This design comes from an exercise in tuning for small area and few clock cycles per item on the open sky130 flow, not from production work. The RTL was checked by simulation tests, not by an equivalence proof against the original design. No activity file was given, so power comes from the tool's default toggle rates.

==> tundra <==
Design pipeline_division, start of the top module:
module pipeline_division #(
  parameter int DIVINDED_WIDTH = 32,
  parameter int DIVISOR_WIDTH  = 32
)(
  input                           clk_i,
  input                           rst_i,
  input  [DIVINDED_WIDTH - 1 : 0] divinded_i,
  input  [DIVISOR_WIDTH - 1 : 0]  divisor_i,
  input                           valid_i,
  output                          ready_o,
  output [DIVINDED_WIDTH - 1 : 0] quotient_o,
  output [DIVISOR_WIDTH - 1 : 0]  reminder_o,
  output                          valid_o,
  input                           ready_i
);
logic [5:0] rem_0, rem_0_d;
logic [31:0] sh_0, sh_0_d;
logic [31:0] dv_0;
logic [9:0] rem_1, rem_1_d;
logic [31:0] sh_1, sh_1_d;
logic [31:0] dv_1;
logic [12:0] rem_2, rem_2_d;
logic [31:0] sh_2, sh_2_d;
logic [31:0] dv_2;
logic [15:0] rem_3, rem_3_d;
logic [31:0] sh_3, sh_3_d;
logic [31:0] dv_3;
logic [17:0] rem_4, rem_4_d;
logic [31:0] sh_4, sh_4_d;
logic [31:0] dv_4;
logic [19:0] rem_5, rem_5_d;
logic [31:0] sh_5, sh_5_d;
logic [31:0] dv_5;
logic [21:0] rem_6, rem_6_d;
logic [31:0] sh_6, sh_6_d;
logic [31:0] dv_6;
logic [23:0] rem_7, rem_7_d;
logic [31:0] sh_7, sh_7_d;
logic [31:0] dv_7;
  ...
Settings: LEC_CHECK=0, ABC_AREA=1, CAP_MARGIN=20, CORE_MARGIN=2, CORE_UTILIZATION=65, CTS_BUF_LIST=sky130_fd_sc_hd__clkbuf_8, CTS_CLUSTER_SIZE=20, GPL_TIMING_DRIVEN=0, PLACE_DENSITY=0.75, SLEW_MARGIN=20, SYNTH_HIERARCHICAL=1; clock period 5.0 ns.
run.sh (not shown) runs the stock make flow with config.mk's settings and CLKGATE_MAP_FILE= SYNTH_SCRIPT=/design/flow/synth_recipe.tcl, a recipe that flattens the netlist after the stock synthesis.
==> violet (differences from tundra) <==
- CORE_UTILIZATION: 65 -> 75
- GPL_TIMING_DRIVEN: 0 -> not set
- PLACE_DENSITY: 0.75 -> 0.85
==> run notes <==
- Of tundra and violet, tundra has the higher die area (gap about 15%, measured against violet).
- Maximum frequency: tundra is smaller than violet (0.47%).
- Wire length: tundra is lower than violet (about 2.4%).
- Of violet and tundra, violet has the higher global-route usage (gap 4.6 points).
Testbench counts of tundra, summed over its fixed seeds: cycles 4,048, items 4,000.
Testbench counts of violet, summed over its fixed seeds: cycles 4,048, items 4,000.

========
==> run R: inputs <==
pipeline_division again, from the RTL that the note above started with.
Design pipeline_division, start of the top module:
module pipeline_division #(
  parameter int DIVINDED_WIDTH = 32,
  parameter int DIVISOR_WIDTH  = 32
)(
  input                           clk_i,
  input                           rst_i,
  input  [DIVINDED_WIDTH - 1 : 0] divinded_i,
  input  [DIVISOR_WIDTH - 1 : 0]  divisor_i,
  input                           valid_i,
  output                          ready_o,
  output [DIVINDED_WIDTH - 1 : 0] quotient_o,
  output [DIVISOR_WIDTH - 1 : 0]  reminder_o,
  output                          valid_o,
  input                           ready_i
);
clock: 5.0 ns
lec_check: 0
abc_area: 1
cap_margin: 20
core_margin: 2
core_utilization: 65
cts_buf_list: sky130_fd_sc_hd__clkbuf_8
cts_cluster_diameter: 80
cts_cluster_size: 16
place_density: 0.75
slew_margin: 20
synth_hierarchical: 1
==> run Y: changes against run R <==
--- a/flow/config.mk
+++ b/flow/config.mk
@@ -9,9 +9,9 @@
 export CAP_MARGIN = 20
 export CORE_MARGIN = 2
-export CORE_UTILIZATION = 65
+export CORE_UTILIZATION = 70
 export CTS_BUF_LIST = sky130_fd_sc_hd__clkbuf_8
 export CTS_CLUSTER_DIAMETER = 80
 export CTS_CLUSTER_SIZE = 16
-export PLACE_DENSITY = 0.75
+export PLACE_DENSITY = 0.8
 export SLEW_MARGIN = 20
 export SYNTH_HIERARCHICAL = 1
==> comparison <==
Sequential share of layout area: run Y is higher than run R (0.10 points). In run R the power is smaller than in run Y, by 0.75%. Area after synthesis is the same in run R and run Y. Against run Y, the setup slack of run R is lower by 0.036 ns. Flip-flop and latch count is the same in run R and run Y. Against run R, the maximum frequency of run Y is larger by about 0.8%.
Testbench counts of run R, summed over its fixed seeds: cycles 4,048, items 4,000.
Testbench counts of run Y, summed over its fixed seeds: cycles 4,048, items 4,000.

re-timing with driven ports:
No port has a modelled driver above. Below, the same layouts with a new extraction and two added sets of constraints.
Step 1, drivers: a clkbuf_16 drives clk_i and a buf_2 each remaining input, both assumed.
Step 2 times the ports against the registers' clock, not the clock port: input delays grow and output delays shrink by t, the midpoint of the rising clock arrivals with the driver on.
a / b / c = ideal / step 1 / step 2; a / b = the first two.
| run | t, ns | setup WS [ns] | worst setup path after step 2 | clock arrival spread, ns | worst slew at a driven data input, ns |
|---|---|---|---|---|---|
| tundra | 0.907 | 0.195 / 0.165 / -0.430 | input to register | 0.050 / 0.050 | 0.05 |
| violet | 0.907 | 0.217 / 0.217 / -0.172 | input to register | 0.076 / 0.077 | 0.08 |
| run R | 0.827 | 0.297 / 0.297 / -0.039 | input to register | 0.048 / 0.048 | 0.05 |
| run Y | 0.824 | 0.332 / 0.332 / -0.173 | input to register | 0.063 / 0.064 | 0.06 |
Met with ideal ports but missed after step 2: setup timing in every run listed. For tundra, which loses most, drivers alone change the setup slack by -0.030 ns; drivers and shift together by -0.625 ns.
